This design comes from an exercise in tuning for small area and a short achievable clock period on the open sky130 flow, not from production work.
Function was checked by simulation only, so behaviour that the tests miss may differ from the original.
Power is estimated from default activity; no workload was simulated.

[config.mk]
export PLATFORM = sky130hd
export DESIGN_NAME = pipelined_regfile_4stage
export DESIGN_NICKNAME = pipelined_regfile_4stage
export VERILOG_FILES = /design/flow/design.v
export SDC_FILE = /design/flow/constraint.sdc
export NUM_CORES = 4
export LEC_CHECK = 0
export CAP_MARGIN = 20
export CORE_MARGIN = 2
export CORE_UTILIZATION = 55
export CTS_CLUSTER_DIAMETER = 100
export CTS_CLUSTER_SIZE = 22
export PLACE_DENSITY = 0.7
export SLEW_MARGIN = 20
[constraint.sdc]
create_clock -name core_clock -period 9.0 [get_ports {clk}]
set_input_delay 1.8000 -clock core_clock [delete_from_list [all_inputs] [get_ports {clk}]]
set_output_delay 1.8000 -clock core_clock [all_outputs]
set_load 0.01 [all_outputs]
[design.v]
`timescale 1ns / 10ps
module mul16_csa(input [15:0] a, input [15:0] b, output [15:0] s, output [15:0] c, output [15:0] t, output [2:0] e);
wire m1;
wire m2;
wire m3;
wire m4;
wire m5;
wire m6;
wire m7;
wire m8;
wire m9;
wire m10;
wire m11;
wire m12;
wire m13;
wire m14;
wire m15;
wire m16;
wire m17;
wire m18;
wire m19;
wire m20;
wire m21;
wire m22;
wire m23;
wire m24;
wire m25;
wire m26;
wire m27;
wire m28;
wire m29;
wire m30;
wire m31;
wire m32;
wire m33;
wire m34;
wire m35;
wire m36;
wire m37;
wire m38;
wire m39;
wire m40;
wire m41;
wire m42;
wire m43;
wire m44;
wire m45;
wire m46;
wire m47;
wire m48;
wire m49;
wire m50;
wire m51;
wire m52;
wire m53;
wire m54;
wire m55;
wire m56;
wire m57;
wire m58;
wire m59;
wire m60;
wire m61;
wire m62;
wire m63;
wire m64;
wire m65;
wire m66;
wire m67;
wire m68;
wire m69;
wire m70;
wire m71;
wire m72;
wire m73;
wire m74;
wire m75;
wire m76;
wire m77;
wire m78;
wire m79;
wire m80;
wire m81;
wire m82;
wire m83;
wire m84;
wire m85;
wire m86;
wire m87;
wire m88;
wire m89;
wire m90;
wire m91;
wire m92;
wire m93;
wire m94;
wire m95;
wire m96;
wire m97;
wire m98;
wire m99;
wire m100;
wire m101;
wire m102;
wire m103;
wire m104;
wire m105;
wire m106;
wire m107;
wire m108;
wire m109;
wire m110;
wire m111;
wire m112;
wire m113;
wire m114;
wire m115;
wire m116;
wire m117;
wire m118;
wire m119;
wire m120;
wire m121;
wire m122;
wire m123;
wire m124;
wire m125;
wire m126;
wire m127;
wire m128;
wire m129;
wire m130;
wire m131;
wire m132;
wire m133;
wire m134;
wire m135;
wire m136;
wire m137;
wire m138;
wire m139;
wire m140;
wire m141;
wire m142;
wire m143;
wire m144;
wire m145;
wire m146;
wire m147;
wire m148;
wire m149;
wire m150;
wire m151;
wire m152;
wire m153;
wire m154;
wire m155;
wire m156;
wire m157;
wire m158;
wire m159;
wire m160;
wire m161;
wire m162;
wire m163;
wire m164;
wire m165;
wire m166;
wire m167;
wire pp0_0 = a[0] & b[0];
wire pp0_1 = a[1] & b[0];
wire pp1_0 = a[0] & b[1];
wire pp0_2 = a[2] & b[0];
wire pp1_1 = a[1] & b[1];
wire pp2_0 = a[0] & b[2];
wire pp0_3 = a[3] & b[0];
wire pp1_2 = a[2] & b[1];
wire pp2_1 = a[1] & b[2];
wire pp3_0 = a[0] & b[3];
wire pp0_4 = a[4] & b[0];
wire pp1_3 = a[3] & b[1];
wire pp2_2 = a[2] & b[2];
wire pp3_1 = a[1] & b[3];
wire pp4_0 = a[0] & b[4];
wire pp0_5 = a[5] & b[0];
wire pp1_4 = a[4] & b[1];
wire pp2_3 = a[3] & b[2];
wire pp3_2 = a[2] & b[3];
wire pp4_1 = a[1] & b[4];
wire pp5_0 = a[0] & b[5];
wire pp0_6 = a[6] & b[0];
wire pp1_5 = a[5] & b[1];
wire pp2_4 = a[4] & b[2];
wire pp3_3 = a[3] & b[3];
wire pp4_2 = a[2] & b[4];
wire pp5_1 = a[1] & b[5];
wire pp6_0 = a[0] & b[6];
wire pp0_7 = a[7] & b[0];
wire pp1_6 = a[6] & b[1];
wire pp2_5 = a[5] & b[2];
wire pp3_4 = a[4] & b[3];
wire pp4_3 = a[3] & b[4];
wire pp5_2 = a[2] & b[5];
wire pp6_1 = a[1] & b[6];
wire pp7_0 = a[0] & b[7];
wire pp0_8 = a[8] & b[0];
wire pp1_7 = a[7] & b[1];
wire pp2_6 = a[6] & b[2];
wire pp3_5 = a[5] & b[3];
wire pp4_4 = a[4] & b[4];
wire pp5_3 = a[3] & b[5];
wire pp6_2 = a[2] & b[6];
wire pp7_1 = a[1] & b[7];
wire pp8_0 = a[0] & b[8];
wire pp0_9 = a[9] & b[0];
wire pp1_8 = a[8] & b[1];
wire pp2_7 = a[7] & b[2];
wire pp3_6 = a[6] & b[3];
wire pp4_5 = a[5] & b[4];
wire pp5_4 = a[4] & b[5];
wire pp6_3 = a[3] & b[6];
wire pp7_2 = a[2] & b[7];
wire pp8_1 = a[1] & b[8];
wire pp9_0 = a[0] & b[9];
wire pp0_10 = a[10] & b[0];
wire pp1_9 = a[9] & b[1];
wire pp2_8 = a[8] & b[2];
wire pp3_7 = a[7] & b[3];
wire pp4_6 = a[6] & b[4];
wire pp5_5 = a[5] & b[5];
wire pp6_4 = a[4] & b[6];
wire pp7_3 = a[3] & b[7];
wire pp8_2 = a[2] & b[8];
wire pp9_1 = a[1] & b[9];
wire pp10_0 = a[0] & b[10];
wire pp0_11 = a[11] & b[0];
wire pp1_10 = a[10] & b[1];
wire pp2_9 = a[9] & b[2];
wire pp3_8 = a[8] & b[3];
wire pp4_7 = a[7] & b[4];
wire pp5_6 = a[6] & b[5];
wire pp6_5 = a[5] & b[6];
wire pp7_4 = a[4] & b[7];
wire pp8_3 = a[3] & b[8];
wire pp9_2 = a[2] & b[9];
wire pp10_1 = a[1] & b[10];
wire pp11_0 = a[0] & b[11];
wire pp0_12 = a[12] & b[0];
wire pp1_11 = a[11] & b[1];
wire pp2_10 = a[10] & b[2];
wire pp3_9 = a[9] & b[3];
wire pp4_8 = a[8] & b[4];
wire pp5_7 = a[7] & b[5];
wire pp6_6 = a[6] & b[6];
wire pp7_5 = a[5] & b[7];
wire pp8_4 = a[4] & b[8];
wire pp9_3 = a[3] & b[9];
wire pp10_2 = a[2] & b[10];
wire pp11_1 = a[1] & b[11];
wire pp12_0 = a[0] & b[12];
wire pp0_13 = a[13] & b[0];
wire pp1_12 = a[12] & b[1];
wire pp2_11 = a[11] & b[2];
wire pp3_10 = a[10] & b[3];
wire pp4_9 = a[9] & b[4];
wire pp5_8 = a[8] & b[5];
wire pp6_7 = a[7] & b[6];
wire pp7_6 = a[6] & b[7];
wire pp8_5 = a[5] & b[8];
wire pp9_4 = a[4] & b[9];
wire pp10_3 = a[3] & b[10];
wire pp11_2 = a[2] & b[11];
wire pp12_1 = a[1] & b[12];
wire pp13_0 = a[0] & b[13];
wire pp0_14 = a[14] & b[0];
wire pp1_13 = a[13] & b[1];
wire pp2_12 = a[12] & b[2];
wire pp3_11 = a[11] & b[3];
wire pp4_10 = a[10] & b[4];
wire pp5_9 = a[9] & b[5];
wire pp6_8 = a[8] & b[6];
wire pp7_7 = a[7] & b[7];
wire pp8_6 = a[6] & b[8];
wire pp9_5 = a[5] & b[9];
wire pp10_4 = a[4] & b[10];
wire pp11_3 = a[3] & b[11];
wire pp12_2 = a[2] & b[12];
wire pp13_1 = a[1] & b[13];
wire pp14_0 = a[0] & b[14];
wire pp0_15 = a[15] & b[0];
wire pp1_14 = a[14] & b[1];
wire pp2_13 = a[13] & b[2];
wire pp3_12 = a[12] & b[3];
wire pp4_11 = a[11] & b[4];
wire pp5_10 = a[10] & b[5];
wire pp6_9 = a[9] & b[6];
wire pp7_8 = a[8] & b[7];
wire pp8_7 = a[7] & b[8];
wire pp9_6 = a[6] & b[9];
wire pp10_5 = a[5] & b[10];
wire pp11_4 = a[4] & b[11];
wire pp12_3 = a[3] & b[12];
wire pp13_2 = a[2] & b[13];
wire pp14_1 = a[1] & b[14];
wire pp15_0 = a[0] & b[15];
assign m1 = pp0_3 ^ pp1_2;
assign m2 = pp0_3 & pp1_2;
assign m3 = pp0_4 ^ pp1_3 ^ pp2_2;
assign m4 = (pp0_4 & pp1_3) | (pp2_2 & (pp0_4 ^ pp1_3));
assign m5 = pp3_1 ^ pp4_0;
assign m6 = pp3_1 & pp4_0;
assign m7 = pp0_5 ^ pp1_4 ^ pp2_3;
assign m8 = (pp0_5 & pp1_4) | (pp2_3 & (pp0_5 ^ pp1_4));
assign m9 = pp3_2 ^ pp4_1 ^ pp5_0;
assign m10 = (pp3_2 & pp4_1) | (pp5_0 & (pp3_2 ^ pp4_1));
assign m11 = m6 ^ m4;
assign m12 = m6 & m4;
assign m13 = pp0_6 ^ pp1_5 ^ pp2_4;
assign m14 = (pp0_6 & pp1_5) | (pp2_4 & (pp0_6 ^ pp1_5));
assign m15 = pp3_3 ^ pp4_2 ^ pp5_1;
assign m16 = (pp3_3 & pp4_2) | (pp5_1 & (pp3_3 ^ pp4_2));
assign m17 = pp6_0 ^ m10 ^ m8;
assign m18 = (pp6_0 & m10) | (m8 & (pp6_0 ^ m10));
assign m19 = m13 ^ m15;
assign m20 = m13 & m15;
assign m21 = pp0_7 ^ pp1_6 ^ pp2_5;
assign m22 = (pp0_7 & pp1_6) | (pp2_5 & (pp0_7 ^ pp1_6));
assign m23 = pp3_4 ^ pp4_3 ^ pp5_2;
assign m24 = (pp3_4 & pp4_3) | (pp5_2 & (pp3_4 ^ pp4_3));
assign m25 = pp6_1 ^ pp7_0 ^ m14;
assign m26 = (pp6_1 & pp7_0) | (m14 & (pp6_1 ^ pp7_0));
assign m27 = m16 ^ m21 ^ m23;
assign m28 = (m16 & m21) | (m23 & (m16 ^ m21));
assign m29 = m20 ^ m18;
assign m30 = m20 & m18;
assign m31 = pp0_8 ^ pp1_7 ^ pp2_6;
assign m32 = (pp0_8 & pp1_7) | (pp2_6 & (pp0_8 ^ pp1_7));
assign m33 = pp3_5 ^ pp4_4 ^ pp5_3;
assign m34 = (pp3_5 & pp4_4) | (pp5_3 & (pp3_5 ^ pp4_4));
assign m35 = pp6_2 ^ pp7_1 ^ pp8_0;
assign m36 = (pp6_2 & pp7_1) | (pp8_0 & (pp6_2 ^ pp7_1));
assign m37 = m22 ^ m24 ^ m31;
assign m38 = (m22 & m24) | (m31 & (m22 ^ m24));
assign m39 = m33 ^ m35 ^ m26;
assign m40 = (m33 & m35) | (m26 & (m33 ^ m35));
assign m41 = m28 ^ m37;
assign m42 = m28 & m37;
assign m43 = pp0_9 ^ pp1_8 ^ pp2_7;
assign m44 = (pp0_9 & pp1_8) | (pp2_7 & (pp0_9 ^ pp1_8));
assign m45 = pp3_6 ^ pp4_5 ^ pp5_4;
assign m46 = (pp3_6 & pp4_5) | (pp5_4 & (pp3_6 ^ pp4_5));
assign m47 = pp6_3 ^ pp7_2 ^ pp8_1;
assign m48 = (pp6_3 & pp7_2) | (pp8_1 & (pp6_3 ^ pp7_2));
assign m49 = pp9_0 ^ m32 ^ m34;
assign m50 = (pp9_0 & m32) | (m34 & (pp9_0 ^ m32));
assign m51 = m36 ^ m43 ^ m45;
assign m52 = (m36 & m43) | (m45 & (m36 ^ m43));
assign m53 = m47 ^ m38 ^ m49;
assign m54 = (m47 & m38) | (m49 & (m47 ^ m38));
assign m55 = m51 ^ m42;
assign m56 = m51 & m42;
assign m57 = pp0_10 ^ pp10_0 ^ pp1_9;
assign m58 = (pp0_10 & pp10_0) | (pp1_9 & (pp0_10 ^ pp10_0));
assign m59 = pp2_8 ^ pp3_7 ^ pp4_6;
assign m60 = (pp2_8 & pp3_7) | (pp4_6 & (pp2_8 ^ pp3_7));
assign m61 = pp5_5 ^ pp6_4 ^ pp7_3;
assign m62 = (pp5_5 & pp6_4) | (pp7_3 & (pp5_5 ^ pp6_4));
assign m63 = pp8_2 ^ pp9_1 ^ m44;
assign m64 = (pp8_2 & pp9_1) | (m44 & (pp8_2 ^ pp9_1));
assign m65 = m46 ^ m48 ^ m57;
assign m66 = (m46 & m48) | (m57 & (m46 ^ m48));
assign m67 = m59 ^ m61 ^ m50;
assign m68 = (m59 & m61) | (m50 & (m59 ^ m61));
assign m69 = m52 ^ m63 ^ m65;
assign m70 = (m52 & m63) | (m65 & (m52 ^ m63));
assign m71 = m56 ^ m54;
assign m72 = m56 & m54;
assign m73 = pp0_11 ^ pp10_1 ^ pp11_0;
assign m74 = (pp0_11 & pp10_1) | (pp11_0 & (pp0_11 ^ pp10_1));
assign m75 = pp1_10 ^ pp2_9 ^ pp3_8;
assign m76 = (pp1_10 & pp2_9) | (pp3_8 & (pp1_10 ^ pp2_9));
assign m77 = pp4_7 ^ pp5_6 ^ pp6_5;
assign m78 = (pp4_7 & pp5_6) | (pp6_5 & (pp4_7 ^ pp5_6));
assign m79 = pp7_4 ^ pp8_3 ^ pp9_2;
assign m80 = (pp7_4 & pp8_3) | (pp9_2 & (pp7_4 ^ pp8_3));
assign m81 = m58 ^ m60 ^ m62;
assign m82 = (m58 & m60) | (m62 & (m58 ^ m60));
assign m83 = m73 ^ m75 ^ m77;
assign m84 = (m73 & m75) | (m77 & (m73 ^ m75));
assign m85 = m79 ^ m64 ^ m66;
assign m86 = (m79 & m64) | (m66 & (m79 ^ m64));
assign m87 = m81 ^ m83 ^ m68;
assign m88 = (m81 & m83) | (m68 & (m81 ^ m83));
assign m89 = m70 ^ m85;
assign m90 = m70 & m85;
assign m91 = pp0_12 ^ pp10_2 ^ pp11_1;
assign m92 = (pp0_12 & pp10_2) | (pp11_1 & (pp0_12 ^ pp10_2));
assign m93 = pp12_0 ^ pp1_11 ^ pp2_10;
assign m94 = (pp12_0 & pp1_11) | (pp2_10 & (pp12_0 ^ pp1_11));
assign m95 = pp3_9 ^ pp4_8 ^ pp5_7;
assign m96 = (pp3_9 & pp4_8) | (pp5_7 & (pp3_9 ^ pp4_8));
assign m97 = pp6_6 ^ pp7_5 ^ pp8_4;
assign m98 = (pp6_6 & pp7_5) | (pp8_4 & (pp6_6 ^ pp7_5));
assign m99 = pp9_3 ^ m74 ^ m76;
assign m100 = (pp9_3 & m74) | (m76 & (pp9_3 ^ m74));
assign m101 = m78 ^ m80 ^ m91;
assign m102 = (m78 & m80) | (m91 & (m78 ^ m80));
assign m103 = m93 ^ m95 ^ m97;
assign m104 = (m93 & m95) | (m97 & (m93 ^ m95));
assign m105 = m82 ^ m84 ^ m99;
assign m106 = (m82 & m84) | (m99 & (m82 ^ m84));
assign m107 = m101 ^ m103 ^ m86;
assign m108 = (m101 & m103) | (m86 & (m101 ^ m103));
assign m109 = m105 ^ m90;
assign m110 = m105 & m90;
assign m111 = pp0_13 ^ pp10_3 ^ pp11_2;
assign m112 = (pp0_13 & pp10_3) | (pp11_2 & (pp0_13 ^ pp10_3));
assign m113 = pp12_1 ^ pp13_0 ^ pp1_12;
assign m114 = (pp12_1 & pp13_0) | (pp1_12 & (pp12_1 ^ pp13_0));
assign m115 = pp2_11 ^ pp3_10 ^ pp4_9;
assign m116 = (pp2_11 & pp3_10) | (pp4_9 & (pp2_11 ^ pp3_10));
assign m117 = pp5_8 ^ pp6_7 ^ pp7_6;
assign m118 = (pp5_8 & pp6_7) | (pp7_6 & (pp5_8 ^ pp6_7));
assign m119 = pp8_5 ^ pp9_4 ^ m92;
assign m120 = (pp8_5 & pp9_4) | (m92 & (pp8_5 ^ pp9_4));
assign m121 = m94 ^ m96 ^ m98;
assign m122 = (m94 & m96) | (m98 & (m94 ^ m96));
assign m123 = m111 ^ m113 ^ m115;
assign m124 = (m111 & m113) | (m115 & (m111 ^ m113));
assign m125 = m117 ^ m100 ^ m102;
assign m126 = (m117 & m100) | (m102 & (m117 ^ m100));
assign m127 = m104 ^ m119 ^ m121;
assign m128 = (m104 & m119) | (m121 & (m104 ^ m119));
assign m129 = m123 ^ m106 ^ m125;
assign m130 = (m123 & m106) | (m125 & (m123 ^ m106));
assign m131 = m127 ^ m108;
assign m132 = m127 & m108;
assign m133 = pp0_14 ^ pp10_4 ^ pp11_3;
assign m134 = (pp0_14 & pp10_4) | (pp11_3 & (pp0_14 ^ pp10_4));
assign m135 = pp12_2 ^ pp13_1 ^ pp14_0;
assign m136 = (pp12_2 & pp13_1) | (pp14_0 & (pp12_2 ^ pp13_1));
assign m137 = pp1_13 ^ pp2_12 ^ pp3_11;
assign m138 = (pp1_13 & pp2_12) | (pp3_11 & (pp1_13 ^ pp2_12));
assign m139 = pp4_10 ^ pp5_9 ^ pp6_8;
assign m140 = (pp4_10 & pp5_9) | (pp6_8 & (pp4_10 ^ pp5_9));
assign m141 = pp7_7 ^ pp8_6 ^ pp9_5;
assign m142 = (pp7_7 & pp8_6) | (pp9_5 & (pp7_7 ^ pp8_6));
assign m143 = m112 ^ m114 ^ m116;
assign m144 = (m112 & m114) | (m116 & (m112 ^ m114));
assign m145 = m118 ^ m133 ^ m135;
assign m146 = (m118 & m133) | (m135 & (m118 ^ m133));
assign m147 = m137 ^ m139 ^ m141;
assign m148 = (m137 & m139) | (m141 & (m137 ^ m139));
assign m149 = m120 ^ m122 ^ m124;
assign m150 = (m120 & m122) | (m124 & (m120 ^ m122));
assign m151 = m143 ^ m145 ^ m147;
assign m152 = (m143 & m145) | (m147 & (m143 ^ m145));
assign m153 = m126 ^ m128 ^ m149;
assign m154 = (m126 & m128) | (m149 & (m126 ^ m128));
assign m155 = m151 ^ m130;
assign m156 = m151 & m130;
assign m157 = pp0_15 ^ pp10_5 ^ pp11_4;
assign m158 = pp12_3 ^ pp13_2 ^ pp14_1;
assign m159 = pp15_0 ^ pp1_14 ^ pp2_13;
assign m160 = pp3_12 ^ pp4_11 ^ pp5_10;
assign m161 = pp6_9 ^ pp7_8 ^ pp8_7;
assign m162 = pp9_6 ^ m157 ^ m158;
assign m163 = m159 ^ m160 ^ m161;
assign m164 = m134 ^ m136 ^ m138;
assign m165 = m140 ^ m142 ^ m162;
assign m166 = m163 ^ m164 ^ m144;
assign m167 = m146 ^ m148 ^ m165;
assign s[0] = pp0_0;
assign c[0] = 1'b0;
assign t[0] = 1'b0;
assign s[1] = pp0_1;
assign c[1] = pp1_0;
assign t[1] = 1'b0;
assign s[2] = pp0_2;
assign c[2] = pp1_1;
assign t[2] = pp2_0;
assign s[3] = pp2_1;
assign c[3] = pp3_0;
assign t[3] = m1;
assign s[4] = m2;
assign c[4] = m5;
assign t[4] = m3;
assign s[5] = m7;
assign c[5] = m9;
assign t[5] = m11;
assign s[6] = m12;
assign c[6] = m19;
assign t[6] = m17;
assign s[7] = m25;
assign c[7] = m27;
assign t[7] = m29;
assign s[8] = m30;
assign c[8] = m41;
assign t[8] = m39;
assign s[9] = m40;
assign c[9] = m53;
assign t[9] = m55;
assign s[10] = m67;
assign c[10] = m69;
assign t[10] = m71;
assign s[11] = m72;
assign c[11] = m89;
assign t[11] = m87;
assign s[12] = m88;
assign c[12] = m107;
assign t[12] = m109;
assign s[13] = m110;
assign c[13] = m129;
assign t[13] = m131;
assign s[14] = m153;
assign c[14] = m132;
assign t[14] = m155;
assign e[0] = m167;
assign e[1] = m154;
assign e[2] = m156;
assign s[15] = m166;
assign c[15] = m150;
assign t[15] = m152;
endmodule
`timescale 1ns / 1ps
module pipelined_regfile_4stage(clk, rst, imem_addr, imem_rdata, dmem_addr, dmem_wdata, dmem_we, dmem_rdata, wb_en, wb_addr, wb_data);
input clk;
input rst;
output [15:0] imem_addr;
input [15:0] imem_rdata;
output [15:0] dmem_addr;
output [15:0] dmem_wdata;
output dmem_we;
input [15:0] dmem_rdata;
output wb_en;
output [3:0] wb_addr;
output [15:0] wb_data;
reg [15:0] pc_q;           
reg [3:0]  op_q;           
reg [15:0] a_q, b_q, npc_q;
reg [3:0]  imm_q, rd_q;
reg        we_q, ld_q, wen2_q, cin_q, com_q;    
reg [3:0]  waddr2_q;
reg [15:0] x_q, y_q, z_q;
reg [2:0]  e_q;            
reg        wen3_q;         
reg [3:0]  waddr3_q;
reg [15:0] wdata3_q;
wire [15:0] inst = imem_rdata;
wire [3:0]  op = inst[15:12];
wire [3:0]  rs = inst[7:4];
wire [3:0]  r2 = op[3] ? inst[11:8] : inst[3:0];
wire [15:0] wsel = wen3_q ? (16'd1 << waddr3_q) : 16'd0;
wire [15:0] rs_oh = 16'd1 << rs;
wire        sll = (op == 4'h4);
wire [15:0] r2_oh = sll ? 16'd0 : (16'd1 << r2);
wire [15:0] shf = inst[3] ? 16'd0 : (16'd1 << inst[2:0]);
wire [15:0] regq [0:15];
reg [15:0] rd1, rd2;
integer k;
always @(*) begin
	rd1 = (|(rs_oh & wsel)) ? wdata3_q : 16'd0;
	rd2 = (|(r2_oh & wsel)) ? wdata3_q : sll ? shf : 16'd0;
	for (k = 0; k < 16; k = k + 1) begin
		rd1 = rd1 | ({16{rs_oh[k] & ~wsel[k]}} & regq[k]);
		rd2 = rd2 | ({16{r2_oh[k] & ~wsel[k]}} & regq[k]);
	end
end
wire [15:0] cur = pc_q;    
wire [15:0] cur1 = cur + 16'd1;
wire [15:0] simm = {{12{imm_q[3]}}, imm_q};
wire        eq = (a_q == b_q);
wire        taken = (op_q == 4'hA) && eq;
wire [15:0] target = npc_q + simm;
wire        jump = (op == 4'hB);
wire        jr = (op == 4'hC || op == 4'hD);
wire [15:0] pc_next = jr ? rd1 :
                      (taken && !jump) ? target :
                      jump ? {cur[15:12], inst[11:0]} : cur1;
wire [15:0] ms, mc, mt;
wire [2:0]  me;
mul16_csa MUL0(.a(a_q), .b(b_q), .s(ms), .c(mc), .t(mt), .e(me));
wire [15:0] shr = imm_q[3] ? 16'd0 : (a_q >> imm_q[2:0]);
wire [15:0] addr = a_q + simm;
reg [15:0] x_d, y_d;
always @(*) begin
	y_d = 16'd0;
	case (op_q)
		4'h0: begin x_d = a_q; y_d = b_q; end
		4'h1: begin x_d = a_q; y_d = ~b_q; end
		4'h2: x_d = a_q & b_q;
		4'h3: x_d = a_q ^ b_q;
		4'h4: begin x_d = ms; y_d = mc; end
		4'h5: x_d = shr;
		4'h6: begin x_d = ~a_q; y_d = b_q; end
		4'h7: begin x_d = ms; y_d = mc; end
		4'h8: x_d = addr;
		4'h9: begin x_d = addr; y_d = b_q; end
		4'hD: x_d = npc_q;
		default: x_d = 16'd0;
	endcase
end
wire wen_e = !(op_q == 4'h9 || op_q == 4'hA || op_q == 4'hB || op_q == 4'hC);
wire [15:0] p3 = x_q ^ y_q ^ z_q;
wire [15:0] g3 = (x_q & y_q) | (z_q & (x_q ^ y_q));
wire [16:0] sum = {1'b0, p3} + {g3, 1'b0} + {16'd0, cin_q};
wire [15:0] wdata_d = ld_q ? dmem_rdata : com_q ? {15'd0, sum[16]} : {sum[15] ^ (^e_q), sum[14:0]};
assign imem_addr = cur;
assign dmem_addr = x_q;
assign dmem_wdata = y_q;
assign dmem_we = we_q;
assign wb_en = wen3_q;
assign wb_addr = waddr3_q;
assign wb_data = wdata3_q;
always @(posedge clk) begin
	if (rst) begin
		pc_q <= 16'd0;
		op_q <= 4'hB;
		we_q <= 1'b0;
		ld_q <= 1'b0;
		wen2_q <= 1'b0;
		wen3_q <= 1'b0;
	end else begin
		pc_q <= pc_next;
		op_q <= op;
		we_q <= (op_q == 4'h9);
		ld_q <= (op_q == 4'h8);
		wen2_q <= wen_e;
		wen3_q <= wen2_q;
	end
	a_q <= rd1;
	b_q <= rd2;
	npc_q <= cur1;
	imm_q <= inst[3:0];
	rd_q <= inst[11:8];
	x_q <= x_d;
	y_q <= y_d;
	z_q <= (op_q == 4'h7 || op_q == 4'h4) ? mt : 16'd0;
	e_q <= (op_q == 4'h7 || op_q == 4'h4) ? me : 3'd0;
	cin_q <= (op_q == 4'h1 || op_q == 4'h6);
	com_q <= (op_q == 4'h6);
	waddr2_q <= (op_q == 4'hD) ? 4'hF : rd_q;
	waddr3_q <= waddr2_q;
	wdata3_q <= wdata_d;
end
wire [15:0] nrst = {16{~rst}};
wire [15:0] wd_0  = wdata3_q & nrst;
wire [15:0] wd_6  = (wdata3_q & nrst) | {13'd0, rst, rst, 1'b0};
wire [15:0] wd_66 = (wdata3_q & nrst) | {9'd0, rst, 4'd0, rst, 1'b0};
wire [15:0] wd_3  = (wdata3_q & nrst) | {14'd0, rst, rst};
genvar g;
generate
	for (g = 0; g < 16; g = g + 1) begin : RF
		reg [15:0] r;
		wire [15:0] d = (g == 0) ? wd_6 : (g == 1 || g == 8) ? wd_66 : (g == 3) ? wd_3 : wd_0;
		always @(posedge clk)
			if (rst | wsel[g])
				r <= d;
		assign regq[g] = r;
	end
endgenerate
endmodule
[flow/run.sh]
#!/bin/bash
set -euo pipefail
export BUFFER_PORTS_ARGS="-buffer_cell sky130_fd_sc_hd__buf_4"
export SETUP_SLACK_MARGIN=5.5
bash standard.sh > standard.log 2>&1
[standard.sh]
#!/bin/bash
# synth_recipe.tcl (not shown) runs the flow's synth.tcl, then flattens the netlist and writes it again
# the make line also repeats each setting of config.mk as NAME=value (left out here)
make -C /OpenROAD-flow-scripts/flow DESIGN_CONFIG=/design/flow/config.mk WORK_HOME=/design/flow/orfs CLKGATE_MAP_FILE= SYNTH_SCRIPT=/design/flow/synth_recipe.tcl "${@:-finish}"
==> results of run 1 <==
## cell families (layout without fill, tap and decap cells)
family	count (synthesis)	count (layout)	synth area share, %
mux	41	41	1.92
xor+xnor	71	71	2.66
other cells	0	1	0
simple gates	610	611	13.7
fa+ha+maj	160	160	11.2
compound gates	629	630	20.3
flops	411	411	46.2
buf+inv	236	342	4.03
## worst register-to-register path, delay by kind of cell (launching register included)
kind	cells	cell delay, ps
adder cells (fa/ha/maj)	4	1920
AO/OA/AOI/OAI	4	710
flip-flops	1	580
AND/OR/NAND/NOR	1	130
buffers and inverters	1	50
## report_power, final
group,switching (W),internal [W],total [W]
clock network,0.000648,0.000493,0.00114
registers,0.000426,0.00240,0.00283
logic,0.00122,0.000816,0.00203
## layout make-up
cell class	count	share of cell area [%]
clock buffers	36	2.35
inverters	88	1.29
well taps	539	2.54
multi-input cells	1513	45.9
repair buffers	214	6.78
clock inverters	4	0.203
flip-flops and latches	411	40.9
diodes	1	0.00943
## worst max path at each step
stage                         startpoint               endpoint  slack (ps)  cells after the start
final                     imem_rdata[13]         b_q[0]$_DFF_P_        5480                      9
after global placement     imem_rdata[5]  pc_q[13]$_SDFFE_PP0P_        3850                      8
after CTS                 a_q[0]$_DFF_P_        x_q[13]$_DFF_P_        5440                     12
after detailed placement   imem_rdata[6]  pc_q[13]$_SDFFE_PP0P_        4150                      8
after floorplan           imem_rdata[12]         b_q[3]$_DFF_P_        5180                      9
after global routing      x_q[2]$_DFF_P_   wdata3_q[14]$_DFF_P_        5330                     10
## cell usage in the layout (no fill, tap or decap), drive strengths merged, types with 29 or more instances in the layout
cell / netlist / layout
edfxtp: 256 / 256
a22oi: 220 / 220
buf: 34 / 214
nand2: 164 / 164
dfxtp: 155 / 155
nor2: 105 / 105
inv: 87 / 91
fa: 83 / 83
ha: 77 / 77
and2: 72 / 72
o21ai: 71 / 71
a21oi: 65 / 65
nand4: 64 / 64
xnor2: 49 / 49
nand3: 42 / 42
clkbuf: 114 / 36
a221oi: 34 / 34
mux2i: 29 / 29
a211o: 29 / 29
## what timing repair did
| action | in CTS | in global routing |
|---|---|---|
| pin swaps | 12 | 25 |
| buffers inserted | 18 | 31 |
| setup endpoints to repair | 56 | 39 |
| gates resized for setup | 82 | 58 |
| gates cloned | 1 | 1 |
## flip-flops by register name, summed over array words and instances (netlist names), 4 cells and up
signal / count
npc_q: 16
waddr3_q: 4
imm_q: 4
rd_q: 4
pc_q: 16
z_q: 14
wdata3_q: 16
RF.r: 256
waddr2_q: 4
x_q: 16
a_q: 16
b_q: 16
y_q: 16
op_q: 4
## stage by stage
stage               power, W  area [sq um]  util, %
global route         0.00624         26500     63.3
detailed placement   0.00471         25000     59.6
finish               0.00600         26500     63.3
CTS                  0.00587         26100     62.1
global placement     0.00469         25000     59.6
floorplan            0.00382         23700        -
## routing by layer
metal / track usage [%] / up-vias
met1: 51.3 / 9758
li1: - / 8431
met3: 9.16 / 453
met5: 0 / -
met4: 23.1 / 2
met2: 62.5 / 1552
==> results.txt, run 1 <==
Status:
- The flow ran to the end and the layout has no timing, DRC or antenna violations.

Synth:
- Counting flops and latches in the post-synthesis netlist gives 411.
- Yosys attributes the largest share of cell area to sky130_fd_sc_hd__edfxtp_1 (33%), sky130_fd_sc_hd__dfxtp_1 (13%), sky130_fd_sc_hd__fa_1 (7.1%), sky130_fd_sc_hd__a22oi_1 (7.1%), sky130_fd_sc_hd__ha_1 (4.1%).
- After synthesis, the mean cell area works out to 10.8 sq um.
- After technology mapping, the gate count stands at approximately 2200.
- The post-synth net total is 2352.
- The total standard cell area after synthesis is about 0.023 sq mm.
- The most common cell in the synthesized netlist is sky130_fd_sc_hd__edfxtp_1.
- For this run, the register share of the synthesized area comes to 46.2%.
- The synthesized design devotes to its leading area cell type 32.9% of total area.
- The most used flip-flop cell after synthesis is sky130_fd_sc_hd__edfxtp_1.
- For this run, the number of Yosys warnings is 1.
- Yosys mapped a number of flops with a built-in enable equal to 256.
- The library cell with the largest summed area after synthesis is sky130_fd_sc_hd__edfxtp_1.
- The commonest cells after synthesis are sky130_fd_sc_hd__edfxtp_1 (256), sky130_fd_sc_hd__a22oi_1 (220), sky130_fd_sc_hd__nand2_1 (164).
- The proportion of register bits with asynchronous set or reset after synthesis is 0%.
- The synthesized netlist contains 80 unique library cells.

Worst setup path:
- For the worst setup path, the data required time is 9500 ps.
- Of all nets on the critical path, the largest fanout is 7.
- The reg2reg setup slack is roughly 5500 ps.
- The worst setup path is captured at a flip-flop.
- The critical path goes through buf_8 -> or3b_4 -> a22o_4 -> and4b_2 -> buf_12 -> a222oi_1 -> nand3_1 -> a211o_1 -> a221o_1.
- The path depth of the worst reg2reg path is 10.
- The count of buffering cells on the critical path with inverters included is 2.
- The type of origin of the critical path is a primary input.
- The critical path is of the in2reg type.
- At the worst endpoint, the arrival time is 4020 ps.
- On the critical path, the stage with the largest delay is an instance of sky130_fd_sc_hd__or3b_4.
- The endpoint identified for the worst register-to-register timing path is x_q[14]$_DFF_P_.
- The category of cells accounting for the largest share of critical-path delay is compound AO/OA/AOI/OAI gates.
- In this run the critical register-to-register path is launched from a_q[11]$_DFF_P_.
- The stage delay of the slowest cell on the critical path is approximately 400 ps.

CTS:
- Clock tree synthesis found a total of ~400 sinks.
- The CTS root buffer is sky130_fd_sc_hd__clkbuf_16.
- The deepest clock path buffer count is 3.
- The clock transition at the registers of the reported paths is 100 ps.
- TritonCTS built the clock tree.
- The number of clock buffers added by TritonCTS is 23.
- The later pin in the worst-skew pair is clocked with a latency of 610 ps.
- The H-tree depth is 1.
- For this design, the CTS-stage hold fixing added 0 buffers.

Cells and area:
- The register cell area after layout is 0.0108 sq mm.
- The count of filler cells inserted in the layout is 3368.
- From synthesis to final layout, the design area changed by 13.5%.
- The area of the multi-input gates is 0.0122 sq mm.
- The count of non-filler cells in the finished layout is 2806.
- The final net count is 2445.
- Of the cells placed in the final design, the portion with a size suffix greater than 1 is 17.5%.

Timing:
- The highest clock frequency the design can meet is 284 MHz.
- Setup repair after global routing could not meet its margin everywhere.
- Setup violations remaining at the end of the flow were counted as 0.
- The clock period could shrink to 3520 ps.
- The final hold slack is 337 ps.
- The share of the cycle needed by the critical path after routing is 39.1%.
- Setup total negative slack on the finished layout was measured at 0 ps.
- The final number of max-transition violations is 0.
- The worst slew slack as a fraction of its limit is 25.4%.
- The worst-margin pin slew is 1110 ps.
- For the final database, setup skew stands at 22.7 ps.
- In the post-route analysis, the smallest setup slack over all paths is 5480 ps.
- The hold violation total from the final report came to 0.

Placement:
- The cell total after placement is about 2700.
- The routability-driven placement congestion ratio is 0.972.
- The quantity of I/O buffers inserted on ports is 103.
- The post-detailed-placement half-perimeter wirelength is 59400 um.
- The pre-CTS setup slack is 4150 ps.

Hold path:
- Along the worst hold path, the cell count comes to 0.
- For hold timing, the worst endpoint is waddr3_q[2]$_DFF_P_.
- In this run the worst hold path is classified as reg2reg.
- The startpoint identified for the worst hold timing path is waddr2_q[2]$_SDFF_PN1_.

Detailed routing:
- Detailed routing placed a total of 10400 um of wire on met3.
- The count of nets left with antenna violations once routing finished came out at 0.
- The detailed router used layers up to and including met5.
- The residual DRC count is 0.
- Before antenna repair, the detailed router went through 7 iterations.
- The number of vias per cell after detailed routing is 7.20.
- Detailed routing placed a total of about 40000 um of wire on met2.
- In this run, the number of DRC markers left after iteration 0 of detailed routing was 3084.
- The routed wire length is 89500 um.
- The wire length per cell is 31.9 um.
- For this block, wires on met1 add up to around 32000 um.
- The routed layout has 20200 vias.

Global route:
- The first global-routing pass estimated 129000 um of wire.
- The number of global-route vias before repair is between 15000 and 20000.
- The largest net degree at the start of global routing is 41.
- For this run the aggregate overflow at the end of global routing stands at 0.
- The number of antenna violations at the first check in global routing is 1.
- Global routing used 40.0% of the available tracks.

Die:
- The width of the die is 210 um.
- The floorplan step set the die height to 210 um.
- The number of placed I/O pins is 104.
- The number of standard-cell rows in the floorplan is 75.
- The starting utilization of the core area is about 56%.
- The standard cell core area is 0.0419 sq mm.
- The floorplan step defined a die boundary enclosing 0.0442 sq mm.

Job:
- The tool flagged a number of max-cap violations equal to 0.

Power:
- The total power per unit cell area is 226 mW/mm^2.
- IR analysis of the VDD net gives a maximum drop of roughly 210 uV.
- The reported leakage power is 10.4 nW.
==> run 2, diff against run 1 <==
--- a/config.mk
+++ b/config.mk
@@ -7,8 +7,8 @@
 export LEC_CHECK = 0
 export CAP_MARGIN = 20
 export CORE_MARGIN = 2
-export CORE_UTILIZATION = 55
+export CORE_UTILIZATION = 40
 export CTS_CLUSTER_DIAMETER = 100
 export CTS_CLUSTER_SIZE = 22
-export PLACE_DENSITY = 0.7
+export PLACE_DENSITY = 0.6
 export SLEW_MARGIN = 20
==> results.txt, run 2 <==
Status:
- The flow ran to the end and the layout has no timing, DRC or antenna violations.

Timing:
- The post-route clock skew is 19.4 ps (-3.27 ps).
- The clock period minus final worst setup slack came to 3590 ps (+68.2 ps).
- The setup TNS is 0 ps (unchanged).
- The hold violation total from the final report was 0 (unchanged).
- Setup repair after global routing could not meet its margin everywhere.
- The final number of max-transition violations is 0 (unchanged).
- The worst-margin pin slew was 1080 ps (-34.9 ps).
- The highest clock frequency the design can meet is 279 MHz (-1.9%).
- The total setup violations reported at the end of the flow is 0 (unchanged).
- The share of the cycle needed by the critical path after routing is 39.9% (+0.76 points).
- The worst slew slack as a fraction of its limit is 28.0% (+2.6 points).

Global route:
- The total routing usage reported by global routing is 30.7% (-9.2 points).
- The global-route wire length before repair is 136000 um (+4.8%).
- The remaining global-route overflow is 0 (unchanged).
- The largest net degree at the start of global routing is 41 (unchanged).
- The number of global-route vias before repair is 19800 (+1.7%).
- The number of antenna violations at the first check in global routing was 3 (+2).

Synth:
- The per-instance average area after synthesis was 10.8 sq um (unchanged).
- The most frequent cell after synthesis is sky130_fd_sc_hd__edfxtp_1.
- The total of warnings raised by yosys was 1 (unchanged).
- The count of state elements after synthesis is 411 (unchanged).
- Ranked by total cell area, the synthesized netlist is headed by sky130_fd_sc_hd__edfxtp_1 (33%), sky130_fd_sc_hd__dfxtp_1 (13%), sky130_fd_sc_hd__fa_1 (7.1%), sky130_fd_sc_hd__a22oi_1 (7.1%), sky130_fd_sc_hd__ha_1 (4.1%).
- The total standard cell area after synthesis is 0.0234 sq mm (unchanged).
- The post-synth net total is 2352 (unchanged).
- The gate count after technology mapping is 2158 (unchanged).
- The number of distinct standard cells referenced by the synthesized netlist is 80 (unchanged).
- The count of flip-flops with a built-in enable after synthesis came to 256 (unchanged).
- The share of the synthesized area in the top cell type is 32.9% (unchanged).
- The proportion of register bits with asynchronous set or reset after synthesis came to 0% (unchanged).
- Of all cell types, the one taking the most synthesized area is sky130_fd_sc_hd__edfxtp_1.
- The most used flip-flop cell after synthesis is sky130_fd_sc_hd__edfxtp_1.
- After synthesis, the most frequently instantiated cells are sky130_fd_sc_hd__edfxtp_1 (256), sky130_fd_sc_hd__a22oi_1 (220), sky130_fd_sc_hd__nand2_1 (164).
- The proportion of synthesized chip area in sequential cells is 46.2% (unchanged).

Cells and area:
- The layout cell share with drive strength beyond 1 is 17.9% (+0.43 points).
- The flip-flop count of the largest register after layout was 256 (unchanged).
- The commonest non-fill, non-tap cell in the layout is sky130_fd_sc_hd__edfxtp_1.
- Ranked by flip-flop count, first place goes to RF.r.
- The count of non-filler cells in the finished layout came to 3045 (+8.5%).
- The count of filler cells inserted in the layout is 5319 (+58%).
- The area growth from synthesis to layout is 15.8%.
- The final net count is 2457 (+0.49%).
- In the layout the commonest cells are sky130_fd_sc_hd__edfxtp_1 (256), sky130_fd_sc_hd__a22oi_1 (218), sky130_fd_sc_hd__buf_4 (195), sky130_fd_sc_hd__nand2_1 (163), sky130_fd_sc_hd__dfxtp_1 (129).

Worst setup path:
- The count of buffering cells on the critical path with inverters included is 2 (unchanged).
- The type of the worst setup path is in2reg.
- The sort of element at the end of the critical path is a flip-flop.
- The required time reported for the critical path endpoint came to 9480 ps (-20 ps).
- The reg2reg setup slack is 5530 ps (+30 ps).
- The highest net fanout along the worst path is 14 (+7).
- The type of origin of the critical path is a primary input.
- The stage delay of the slowest cell on the critical path is 460 ps (+60 ps).
- The data arrival time at the worst-slack endpoint is 4070 ps (+50 ps).
- The critical path goes through buf_6 -> or3b_4 -> a22o_4 -> and4b_1 -> buf_12 -> a222oi_1 -> nand3_1 -> a211o_1 -> a221o_1.
- The slowest stage of the critical path is the sky130_fd_sc_hd__or3b_4 cell.
- The category of cells accounting for the largest share of critical-path delay is compound AO/OA/AOI/OAI gates.

Placement:
- The quantity of I/O buffers inserted on ports is 103 (unchanged).
- The routability-driven placement congestion ratio was 0.985 (+1.3%).
- The post-detailed-placement half-perimeter wirelength came to 62300 um (+4.9%).
- The cell total after placement was 2931 (+8.0%).

Die:
- The width of the die is 246 um (+17%).
- The number of placed I/O pins was 104 (unchanged).
- The standard cell core area is 0.0577 sq mm (+38%).
- The floorplan die height came to 246 um (+17%).
- The number of standard-cell rows in the floorplan is 88 (+17%).
- The starting utilization of the core area came to 40.5% (-15 points).
- The floorplan die area came to 0.0604 sq mm (+37%).

Power:
- The worst IR drop on VDD is 198 uV (-6.4%).
- The power share of the clock group came to 19.5% (+0.5 points).
- The reported leakage power is 10.5 nW (+0.96%).
- The switching share of power was 38.1% (-0.068 points).
- The net switching power of the design came to 0.00232 W (+1.4%).
- The part of the power in registers is 47.3% (+0.2 points).
- The relative contribution of combinational cells to total power came to 33.3% (-0.5 points).
- The internal power summed over all cells is 0.00377 W (+1.7%).
- The total power per unit cell area is 225 mW/mm^2 (-0.46%).

CTS:
- The number of buffers created by CTS came to 24 (+4.3%).
- The clock latency of the later-clocked register in the worst-skew pair is 590 ps (-20 ps).
- The clock transition at the registers of the reported paths was 90 ps (about the same).
- The clock sink count is 411 (unchanged).
- The H-tree depth is 1 (unchanged).
- The CTS tree is yes.
- The deepest clock path buffer count is 3 (unchanged).
- The CTS root buffer is sky130_fd_sc_hd__clkbuf_16.

Detailed routing:
- The remaining antenna violation count is 0 (unchanged).
- The wire length per cell is 31.5 um (-1.2%).
- The residual DRC count is 0 (unchanged).
- The length of the first detailed-routing pass in iterations is 8 (+1).
- The violation count after the first detailed-route iteration was 2834 (-8.1%).
- The total via count after detailed routing came to 20600 (+1.8%).
- The routed wire length came to 96000 um (+7.2%).
- The number of vias per cell after detailed routing is 6.75 (-6.2%).

Hold path:
- The worst hold path belongs to the class reg2reg.

Job:
- The max capacitance violation total is 0 (unchanged).
-- run 2: cell count changes in the layout (fill, tap and decap cells not counted), sizes merged --
cell    change
and4b       +2
buf         +9
clkinv      +4
inv         -2
o2111a      +1
or2         -1
-- run 2: logic make-up (layout without fill, tap and decap cells) --
kind of cell | after synthesis | in the layout | synth area share (%)
mux | 41 | 41 | 1.92
simple gates | 610 | 612 | 13.7
xor+xnor | 71 | 71 | 2.66
buf+inv | 236 | 353 | 4.03
flops | 411 | 411 | 46.2
other cells | 0 | 1 | 0
compound gates | 629 | 631 | 20.3
fa+ha+maj | 160 | 160 | 11.2
-- run 2: timing repair --
action                     4_1_cts  5_1_grt
pin swaps                        7       26
gates resized for setup         88       49
gates cloned                     1        3
buffers inserted                20       47
hold buffers                     0        0
setup endpoints to repair       45       33
-- run 2: final timing paths --
check,from,end,cells past startpoint
max,imem_rdata[13],b_q[0]$_DFF_P_,9
min,waddr2_q[0]$_SDFF_PN1_,waddr3_q[0]$_DFF_P_,0
max reg2reg,x_q[2]$_DFF_P_,wdata3_q[15]$_DFF_P_,8
min reg2reg,waddr2_q[0]$_SDFF_PN1_,waddr3_q[0]$_DFF_P_,0
-- run 2: area by class of cell --
type / instances / area [sq um] / area share [%]
Antenna cell: 1 / 2.50 / 0.00924
Inverter: 88 / 340 / 1.26
Tap cell: 765 / 957 / 3.54
Multi-Input combinational cell: 1515 / 12200 / 45.1
Sequential cell: 411 / 10900 / 40.1
Clock buffer: 36 / 667 / 2.46
Timing Repair Buffer: 223 / 1960 / 7.25
Clock inverter: 6 / 78.8 / 0.291
-- run 2: power groups by stage --
| stage | Clock [W] | Sequential [W] | Combinational [W] |
|---|---|---|---|
| 2_1_floorplan | 0 | 0.00263 | 0.00118 |
| 6_report | 0.00119 | 0.00288 | 0.00203 |
| 3_5_place_dp | 0 | 0.00291 | 0.00182 |
| 4_1_cts | 0.00119 | 0.00287 | 0.00189 |
| 5_1_grt | 0.00126 | 0.00290 | 0.00219 |
| 3_3_place_gp | 0 | 0.00292 | 0.00179 |
-- run 2: through the flow --
stage	cell area (sq um)	hold WS (ps)	total power, W	setup WS (ps)	util [%]
final	27100	337	0.00610	5410	46.9
after floorplan	23700	310	0.00382	5180	-
after detailed placement	25300	312	0.00473	4460	43.8
after CTS	26400	333	0.00595	5400	45.8
after global placement	25200	311	0.00471	4460	43.7
after global routing	27100	346	0.00635	5470	46.9
-- run 2: routing by layer --
metal	track usage [%]	wire length (um)
met5	0.245	13
met2	47.3	41900
met3	7.66	11700
met4	15.1	6010
met1	40.2	36300
==> run 3, diff against run 2 <==
--- a/config.mk
+++ b/config.mk
@@ -7,8 +7,8 @@
 export LEC_CHECK = 0
 export CAP_MARGIN = 20
 export CORE_MARGIN = 2
-export CORE_UTILIZATION = 40
-export CTS_CLUSTER_DIAMETER = 100
-export CTS_CLUSTER_SIZE = 22
-export PLACE_DENSITY = 0.6
+export CORE_UTILIZATION = 55
+export CTS_CLUSTER_DIAMETER = 90
+export CTS_CLUSTER_SIZE = 26
+export PLACE_DENSITY = 0.7
 export SLEW_MARGIN = 20
==> results.txt, run 3 <==
Placement:
- The routability-driven placement congestion ratio is 0.972 (-1.3%).
- The post-detailed-placement half-perimeter wirelength is 59400 um (-4.7%).
- The cell area after placement was 0.0250 sq mm (-1.1%).
- The quantity of I/O buffers inserted on ports came to 103 (unchanged).
- The cell total after placement is 2714 (-7.4%).

Global route:
- The number of global-route vias before repair is 19400 (-2.2%).
- The total routing usage reported by global routing is 39.6% (+8.9 points).
- The global routing met2 resource utilization is 62.4% (+15 points).
- The met3 usage is 8.27% (+0.61 points).
- The number of antenna violations at the first check in global routing is 1 (-2).
- The routing layer with the top usage in global route is met2.
- The global-route wire length before repair came to 128000 um (-5.3%).
- The met1 layer usage reported by global route is 51.5% (+11 points).
- The largest net degree at the start of global routing came to 41 (unchanged).
- The remaining global-route overflow came to 0 (unchanged).

Worst setup path:
- The critical path goes through buf_8 -> or3b_4 -> a22o_4 -> and4b_2 -> buf_12 -> a222oi_1 -> nand3_1 -> a211o_1 -> a221o_1.
- The destination of the worst register-to-register timing path is wdata3_q[14]$_DFF_P_.
- The cell family contributing the most delay on the critical path is compound AO/OA/AOI/OAI gates.
- The stage delay of the slowest cell on the critical path is 420 ps (-40 ps).
- The highest-delay cell along the critical path is sky130_fd_sc_hd__or3b_4.
- The critical path is of the in2reg type.
- The count of buffering cells on the critical path with inverters included is 2 (unchanged).
- The type of origin of the critical path is a primary input.
- The startpoint identified for the worst register-to-register timing path is x_q[2]$_DFF_P_.
- The reg2reg setup slack is 5530 ps (about the same).
- The highest net fanout along the worst path is 5 (-9).
- The sort of element at the end of the critical path is a flip-flop.
- The path depth of the worst reg2reg path is 10 (+2).
- The data arrival time at the worst-slack endpoint is 4010 ps (-60 ps).
- The required time reported for the critical path endpoint came to 9440 ps (-40 ps).
- The most critical setup path has its startpoint at imem_rdata[13].
- Following the worst setup path forward leads to its endpoint at b_q[0]$_DFF_P_.
- The number of gates on the worst path with buffers counted was 9 (unchanged).

Timing:
- The worst slew slack as a fraction of its limit came to 22.0% (-6.0 points).
- Setup repair after global routing could not meet its margin everywhere.
- The total setup violations reported at the end of the flow is 0 (unchanged).
- The final number of max-transition violations is 0 (unchanged).
- The highest clock frequency the design can meet is 280 MHz (+0.51%).
- The hold violation total from the final report is 0 (unchanged).
- The share of the cycle needed by the critical path after routing is 39.7% (-0.20 points).
- The final hold slack is 339 ps (+1.63 ps).
- The post-route clock skew is 33.9 ps (+14.5 ps).
- The setup TNS was 0 ps (unchanged).
- The clock period minus final worst setup slack was 3570 ps (-18.3 ps).
- The worst-margin pin slew was 1160 ps (+85.6 ps).

Detailed routing:
- The total via count after detailed routing is 20200 (-1.9%).
- The wire length per cell is 31.7 um (+0.60%).
- The residual DRC count is 0 (unchanged).
- The routed wire length is 89100 um (-7.2%).
- The violation count after the first detailed-route iteration is 3020 (+6.6%).
- The length of the first detailed-routing pass in iterations came to 12 (+4).
- The number of vias per cell after detailed routing is 7.18 (+6.4%).
- The remaining antenna violation count is 0 (unchanged).

Die:
- The number of standard-cell rows in the floorplan is 75 (-15%).
- The number of placed I/O pins is 104 (unchanged).
- The floorplan die area came to 0.0442 sq mm (-27%).
- The width of the die is 210 um (-14%).
- The starting utilization of the core area was 55.7% (+15 points).
- The standard cell core area is 0.0419 sq mm (-27%).
- The floorplan die height is 210 um (-14%).

Synth:
- Sorting the synthesized cells by area gives the leading types as sky130_fd_sc_hd__edfxtp_1 (33%), sky130_fd_sc_hd__dfxtp_1 (13%), sky130_fd_sc_hd__fa_1 (7.1%), sky130_fd_sc_hd__a22oi_1 (7.1%), sky130_fd_sc_hd__ha_1 (4.1%).
- In the synthesized netlist the dominant register cell turns out to be sky130_fd_sc_hd__edfxtp_1.
- The post-synth net total is 2352 (unchanged).
- The proportion of register bits with asynchronous set or reset after synthesis is 0% (unchanged).
- The count of state elements after synthesis is 411 (unchanged).
- The total of warnings raised by yosys is 1 (unchanged).
- The total standard cell area after synthesis was 0.0234 sq mm (unchanged).
- The most frequent cell after synthesis is sky130_fd_sc_hd__edfxtp_1.
- The per-instance average area after synthesis is 10.8 sq um (unchanged).
- The count of flip-flops with a built-in enable after synthesis is 256 (unchanged).
- The number of distinct standard cells referenced by the synthesized netlist is 80 (unchanged).
- The gate count after technology mapping is 2158 (unchanged).
- The commonest cells after synthesis are sky130_fd_sc_hd__edfxtp_1 (256), sky130_fd_sc_hd__a22oi_1 (220), sky130_fd_sc_hd__nand2_1 (164).
- The share of the synthesized area in the top cell type was 32.9% (unchanged).
- The proportion of synthesized chip area in sequential cells was 46.2% (unchanged).
- The largest total area in the synthesized netlist belongs to sky130_fd_sc_hd__edfxtp_1.

Cells and area:
- The count of non-filler cells in the finished layout is 2809 (-7.8%).
- The final net count is 2448 (-0.37%).
- From synthesis to final layout, the design area changed by 13.5%.
- The number of antenna diodes was 0 (-1).
- The layout cell share with drive strength beyond 1 is 17.9% (-0.061 points).
- Ranked by flip-flop count, first place goes to RF.r.
- In the layout the commonest cells are sky130_fd_sc_hd__edfxtp_1 (256), sky130_fd_sc_hd__a22oi_1 (218), sky130_fd_sc_hd__buf_4 (197), sky130_fd_sc_hd__nand2_1 (162), sky130_fd_sc_hd__dfxtp_1 (132).
- The design area was 0.0265 sq mm (-2.0%).
- The library cell used most frequently in the layout, excluding fill and tap cells, is sky130_fd_sc_hd__edfxtp_1.
- The flip-flop count of the largest register after layout is 256 (unchanged).

Power:
- The switching share of power is 38.2% (+0.12 points).
- The power share of the clock group is 19.0% (-0.5 points).
- The net switching power of the design is 0.00230 W (-1.0%).
- The reported leakage power is 10.4 nW (-0.86%).
- The total power per unit cell area is 227 mW/mm^2 (+0.66%).
- The internal power summed over all cells is 0.00372 W (-1.5%).
- The worst IR drop on VDD was 182 uV (-7.7%).
- The part of the power in registers came to 46.9% (-0.4 points).
- The relative contribution of combinational cells to total power is 34.1% (+0.8 points).

CTS:
- The clock sink count was 411 (unchanged).
- The clock transition at the registers of the reported paths is 100 ps (about the same).
- The number of buffers created by CTS came to 22 (-8.3%).
- The tree is rooted in a sky130_fd_sc_hd__clkbuf_16.
- The clock latency of the later-clocked register in the worst-skew pair is 590 ps (about the same).
- The deepest clock path buffer count is 3 (unchanged).
- TritonCTS built the clock tree.
- The H-tree depth is 1 (unchanged).

Job:
- The max capacitance violation total is 0 (unchanged).

Status:
- The run finished with no timing, DRC or antenna violations.

Hold path:
- The classification of the worst-slack hold path is reg2reg.
run 3: cell count changes in the layout (fill, tap and decap cells not counted), sizes merged, moves of 2 or more:
cell,before,now
and4b,12,10
buf,223,218
clkbuf,36,32
clkinv,5,2
clkinvlp,0,2
inv,89,92
run 3: layout make-up:
type / instances / area [sq um]
clock buffer: 32 / 588
clock inverter: 8 / 109
fill: 3341 / 15400
inverter: 88 / 343
multi-input combinational: 1513 / 12200
sequential: 411 / 10900
tap: 539 / 674
timing repair buffer: 218 / 1810
run 3: per-layer routing:
| metal | share of wire (%) | up-vias |
|---|---|---|
| met5 | 0 | - |
| met4 | 7.7 | 0 |
| met3 | 12 | 448 |
| met2 | 44 | 1547 |
| met1 | 36 | 9732 |
| li1 | - | 8452 |
run 3: cells by family (layout without fill, tap and decap cells):
family                   Yosys count  in the layout  share of synthesized area (%)
AO/OA/AOI/OAI                    629            630                           20.3
AND/OR/NAND/NOR                  610            611                           13.7
flip-flops                       411            411                           46.2
buffers and inverters            236            346                           4.03
adder cells (fa/ha/maj)          160            160                           11.2
XOR/XNOR                          71             71                           2.66
multiplexers                      41             41                           1.92
run 3: power groups by stage:
stage	logic (W)	registers, W	clock network [W]
after floorplan	0.00118	0.00263	0
after global placement	0.00184	0.00285	0
after detailed placement	0.00187	0.00284	0
after CTS	0.00191	0.00282	0.00115
after global routing	0.00220	0.00284	0.00121
final	0.00205	0.00282	0.00114
run 3: worst min-delay path by stage:
stage | from | end | cells after the start
6_report | waddr2_q[3]$_SDFF_PN1_ | waddr3_q[3]$_DFF_P_ | 0
5_1_grt | waddr2_q[2]$_SDFF_PN1_ | waddr3_q[2]$_DFF_P_ | 0
4_1_cts | waddr2_q[2]$_SDFF_PN1_ | waddr3_q[2]$_DFF_P_ | 0
3_5_place_dp | waddr2_q[0]$_SDFF_PN1_ | waddr3_q[0]$_DFF_P_ | 0
3_3_place_gp | waddr2_q[0]$_SDFF_PN1_ | waddr3_q[0]$_DFF_P_ | 0
2_1_floorplan | waddr2_q[0]$_SDFF_PN1_ | waddr3_q[0]$_DFF_P_ | 0
run 3: timing repair:
action,4_1_cts,5_1_grt
setup buffers,14,39
hold buffers,0,0
gates resized for setup,84,52
endpoints found under the setup margin,56,37
pin swaps,11,19
gates cloned,1,1
run 3: metrics by stage:
stage | utilization [%] | setup WS (ps) | power (W)
CTS | 62.1 | 5460 | 0.00588
global placement | 59.6 | 3850 | 0.00469
floorplan | - | 5180 | 0.00382
detailed placement | 59.6 | 4150 | 0.00471
finish | 63.3 | 5430 | 0.00601
global route | 63.3 | 5380 | 0.00625
==> run 4, diff against run 3 <==
--- a/config.mk
+++ b/config.mk
@@ -8,7 +8,8 @@
 export CAP_MARGIN = 20
 export CORE_MARGIN = 2
 export CORE_UTILIZATION = 55
-export CTS_CLUSTER_DIAMETER = 90
-export CTS_CLUSTER_SIZE = 26
+export CTS_BUF_LIST = sky130_fd_sc_hd__clkbuf_8
+export CTS_CLUSTER_DIAMETER = 70
+export CTS_CLUSTER_SIZE = 18
 export PLACE_DENSITY = 0.7
 export SLEW_MARGIN = 20
==> results.txt, run 4 <==
Status:
- The run finished with no timing, DRC or antenna violations.

Synth:
- The proportion of synthesized chip area in sequential cells is 46.2% (unchanged).
- The count of flip-flops with a built-in enable after synthesis came to 256 (unchanged).
- The gate count after technology mapping is 2158 (unchanged).
- The largest total area in the synthesized netlist belongs to sky130_fd_sc_hd__edfxtp_1.
- The post-synth net total was 2352 (unchanged).
- The total standard cell area after synthesis is 0.0234 sq mm (unchanged).
- By instance count, the leading cell after synthesis is sky130_fd_sc_hd__edfxtp_1.
- The number of distinct standard cells referenced by the synthesized netlist was 80 (unchanged).
- The total of warnings raised by yosys was 1 (unchanged).
- The share of the synthesized area in the top cell type is 32.9% (unchanged).
- In the synthesized netlist, the cells that appear most often are sky130_fd_sc_hd__edfxtp_1 (256), sky130_fd_sc_hd__a22oi_1 (220), sky130_fd_sc_hd__nand2_1 (164).
- The count of state elements after synthesis came to 411 (unchanged).
- The proportion of register bits with asynchronous set or reset after synthesis is 0% (unchanged).
- The per-instance average area after synthesis is 10.8 sq um (unchanged).
- After synthesis, the cell types taking the most area are sky130_fd_sc_hd__edfxtp_1 (33%), sky130_fd_sc_hd__dfxtp_1 (13%), sky130_fd_sc_hd__fa_1 (7.1%), sky130_fd_sc_hd__a22oi_1 (7.1%), sky130_fd_sc_hd__ha_1 (4.1%).
- The main flop type after synthesis is sky130_fd_sc_hd__edfxtp_1.

Cells and area:
- The area growth from synthesis to layout is 12.1%.
- The layout cell share with drive strength beyond 1 came to 17.5% (-0.40 points).
- The final net count is 2438 (-0.41%).
- The register bank with the most flops is RF.r.
- The commonest non-fill, non-tap cell in the layout is sky130_fd_sc_hd__edfxtp_1.
- The flip-flop count of the largest register after layout came to 256 (unchanged).
- The fraction of the core area covered by cells at the end of the flow is 62.5% (-0.80 points).
- In the layout the commonest cells are sky130_fd_sc_hd__edfxtp_1 (256), sky130_fd_sc_hd__a22oi_1 (217), sky130_fd_sc_hd__buf_4 (188), sky130_fd_sc_hd__nand2_1 (162), sky130_fd_sc_hd__dfxtp_1 (134).

Job:
- The max capacitance violation total came to 0 (unchanged).

Timing:
- The post-route clock skew is 28.5 ps (-5.43 ps).
- The hold violation total from the final report is 0 (unchanged).
- The worst slew slack as a fraction of its limit was 22.3% (+0.28 points).
- The setup TNS is 0 ps (unchanged).
- Setup repair after global routing could not meet its margin everywhere.
- The worst-margin pin slew is 1160 ps (-4.11 ps).
- The clock period minus final worst setup slack is 3530 ps (-41.7 ps).
- The total setup violations reported at the end of the flow was 0 (unchanged).
- The final number of max-transition violations is 0 (unchanged).
- The smallest setup slack after layout came to 5470 ps (+41.7 ps).
- The final hold slack is 339 ps (-0.167 ps).
- The share of the cycle needed by the critical path after routing is 39.2% (-0.46 points).
- The highest clock frequency the design can meet is 283 MHz (+1.2%).

Global route:
- The number of global-route vias before repair is 19400 (-0.052%).
- The remaining global-route overflow is 0 (unchanged).
- The largest net degree at the start of global routing is 41 (unchanged).
- The total routing usage reported by global routing is 39.7% (about the same).
- The number of antenna violations at the first check in global routing came to 2 (+1).
- The met3 usage is 7.69% (-0.58 points).
- The layer flagged by global routing as most heavily used is met2.
- The global-route wire length before repair came to 129000 um (+0.18%).
- The met1 layer usage reported by global route is 51.6% (+0.17 points).
- The global routing met2 resource utilization was 62.6% (+0.19 points).

Worst setup path:
- The highest net fanout along the worst path is 17 (+12).
- The sort of element at the end of the critical path is a flip-flop.
- The slowest stage of the critical path belongs to the cell sky130_fd_sc_hd__or2_4.
- The count of buffering cells on the critical path with inverters included is 3 (+1).
- Grouping stages by cell kind, the critical path spends the most delay in compound AO/OA/AOI/OAI gates.
- The type of origin of the critical path is a primary input.
- The worst setup path is of the in2reg kind.
- The data arrival time at the worst-slack endpoint is 4130 ps (+120 ps).
- Walking the worst path, the cells encountered are buf_4 -> inv_8 -> and4_1 -> o31a_1 -> o32a_1 -> or2_4 -> buf_4 -> a211o_1 -> o221a_2.
- The required time reported for the critical path endpoint is 9600 ps (+160 ps).
- In this design, the critical path's most frequently occurring cell is sky130_fd_sc_hd__buf_4.
- The stage delay of the slowest cell on the critical path is 360 ps (-60 ps).

Detailed routing:
- The routed wire length is 88900 um (-0.20%).
- The residual DRC count came to 0 (unchanged).
- The remaining antenna violation count came to 0 (unchanged).
- The violation count after the first detailed-route iteration is 3252 (+7.7%).
- The number of vias per cell after detailed routing was 7.19 (+0.12%).
- The length of the first detailed-routing pass in iterations was 10 (-2).
- The wire length per cell is 31.7 um (about the same).
- The total via count after detailed routing came to 20200 (+0.015%).

Die:
- The number of placed I/O pins came to 104 (unchanged).
- The floorplan die height was 210 um (unchanged).
- The number of standard-cell rows in the floorplan was 75 (unchanged).
- The floorplan die area came to 0.0442 sq mm (unchanged).
- The standard cell core area is 0.0419 sq mm (unchanged).
- The width of the die is 210 um (unchanged).
- The starting utilization of the core area is 55.7% (unchanged).

CTS:
- The number of buffers created by CTS was 31 (+41%).
- CTS placed an instance of sky130_fd_sc_hd__clkbuf_8 at the clock tree root.
- TritonCTS built the clock tree.
- The H-tree depth is 1 (unchanged).
- The count of hold-fix buffers inserted at cts is 0 (unchanged).
- The deepest clock path buffer count is 3 (unchanged).
- The clock transition at the registers of the reported paths was 110 ps (about the same).
- The clock sink count is 411 (unchanged).
- The clock latency of the later-clocked register in the worst-skew pair was 700 ps (+110 ps).

Placement:
- The quantity of I/O buffers inserted on ports is 103 (unchanged).
- The pre-CTS setup slack is 4150 ps (unchanged).
- The post-detailed-placement half-perimeter wirelength is 59400 um (unchanged).
- The routability-driven placement congestion ratio is 0.972 (unchanged).

Power:
- The total power is 0.00588 W (-2.3%).
- The worst IR drop on VDD is 164 uV (-10%).
- The total power per unit cell area is 224 mW/mm^2 (-1.1%).
- The reported leakage power is 10.3 nW (-0.97%).

Hold path:
- The path class of the tightest hold or removal check is reg2reg.
[run 4: changes by cell type in the layout (fill, tap and decap cells not counted), moves of 3 or more]
cell	delta
sky130_fd_sc_hd__clkbuf_1	-10
sky130_fd_sc_hd__buf_4	-9
sky130_fd_sc_hd__a211o_1	+3
sky130_fd_sc_hd__inv_16	-3
sky130_fd_sc_hd__inv_1	+10
sky130_fd_sc_hd__buf_6	-4
sky130_fd_sc_hd__inv_8	+3
sky130_fd_sc_hd__clkbuf_8	+32
sky130_fd_sc_hd__clkbuf_16	-22
[run 4: per-stage QoR]
stage | instance area, sq um | cells
after floorplan | 23700 | 2158
after CTS | 25800 | 2774
final | 26200 | 2806
after global routing | 26200 | 2804
after detailed placement | 25000 | 2714
after global placement | 25000 | 2714
[run 4: cell type report]
class / count / area, sq um
Tap cell: 539 / 674
Clock inverter: 22 / 160
Multi-Input combinational cell: 1512 / 12100
Inverter: 88 / 340
Timing Repair Buffer: 200 / 1600
Antenna cell: 2 / 5.00
Clock buffer: 32 / 440
Fill cell: 3398 / 15800
Sequential cell: 411 / 10800
[run 4: worst paths after layout]
check / endpoint / slack (ps) / cells past startpoint / from
worst max-delay path: pc_q[5]$_SDFF_PP0_ / 5470 / 9 / imem_rdata[7]
worst max register to register: x_q[14]$_DFF_P_ / 5550 / 11 / b_q[2]$_DFF_P_
worst min register to register: waddr3_q[3]$_DFF_P_ / 340 / 0 / waddr2_q[3]$_SDFF_PN1_
worst min-delay path: waddr3_q[3]$_DFF_P_ / 340 / 0 / waddr2_q[3]$_SDFF_PN1_
[run 4: report_power, final]
group / internal [W] / total (W) / switching, W / leakage [nW]
registers: 0.00240 / 0.00282 / 0.000420 / 3.91
clock network: 0.000355 / 0.00102 / 0.000665 / 0.350
logic: 0.000817 / 0.00203 / 0.00121 / 6.08
[run 4: routing by layer]
layer | up-vias | wire, um
met3 | 426 | 9710
met2 | 1520 | 40100
li1 | 8437 | -
met1 | 9799 | 32700
met4 | 0 | 6380
met5 | - | 0
[run 4: logic make-up after synthesis]
group	count (synthesis)	synth area share (%)
XOR/XNOR	71	2.66
buffers and inverters	236	4.03
AO/OA/AOI/OAI	629	20.3
adder cells (fa/ha/maj)	160	11.2
flip-flops	411	46.2
multiplexers	41	1.92
AND/OR/NAND/NOR	610	13.7
[run 4: timing repair]
action,in CTS,in global routing
buffers inserted,6,29
pin swaps,6,15
gates resized for setup,63,50
cloned,0,1
setup endpoints to repair,55,34

separate check: timing with driven ports:
The flow's constraints put no driver on any port. The routed layouts listed below were extracted and timed again, unchanged, in two steps.
Step 1: set_driving_cell puts a clkbuf_16 on clk and a buf_2 on each other input, an assumption about the parent block.
Step 2 moves the port delays by t, midway between the first and last clock arrival at a register: inputs arrive t later, outputs are due t later. That takes back most of the time a late clock gives input paths.
Three values: no drivers, after step 1, after step 2; two values: the first two.
run | t (ns) | slack for setup (ns) | cell pins on the clock port's net
run 1 | 0.659 | 5.478 / 5.500 / 4.843 | 1
run 2 | 0.639 | 5.409 / 5.402 / 4.763 | 1
run 3 | 0.625 | 5.428 / 5.446 / 4.820 | 1
run 4 | 0.746 | 5.469 / 5.446 / 4.751 | 1
After both steps every run listed still meets setup and hold. The setup slack of run 4, which loses most, moves by -0.023 ns with the drivers and by -0.718 ns with both steps.
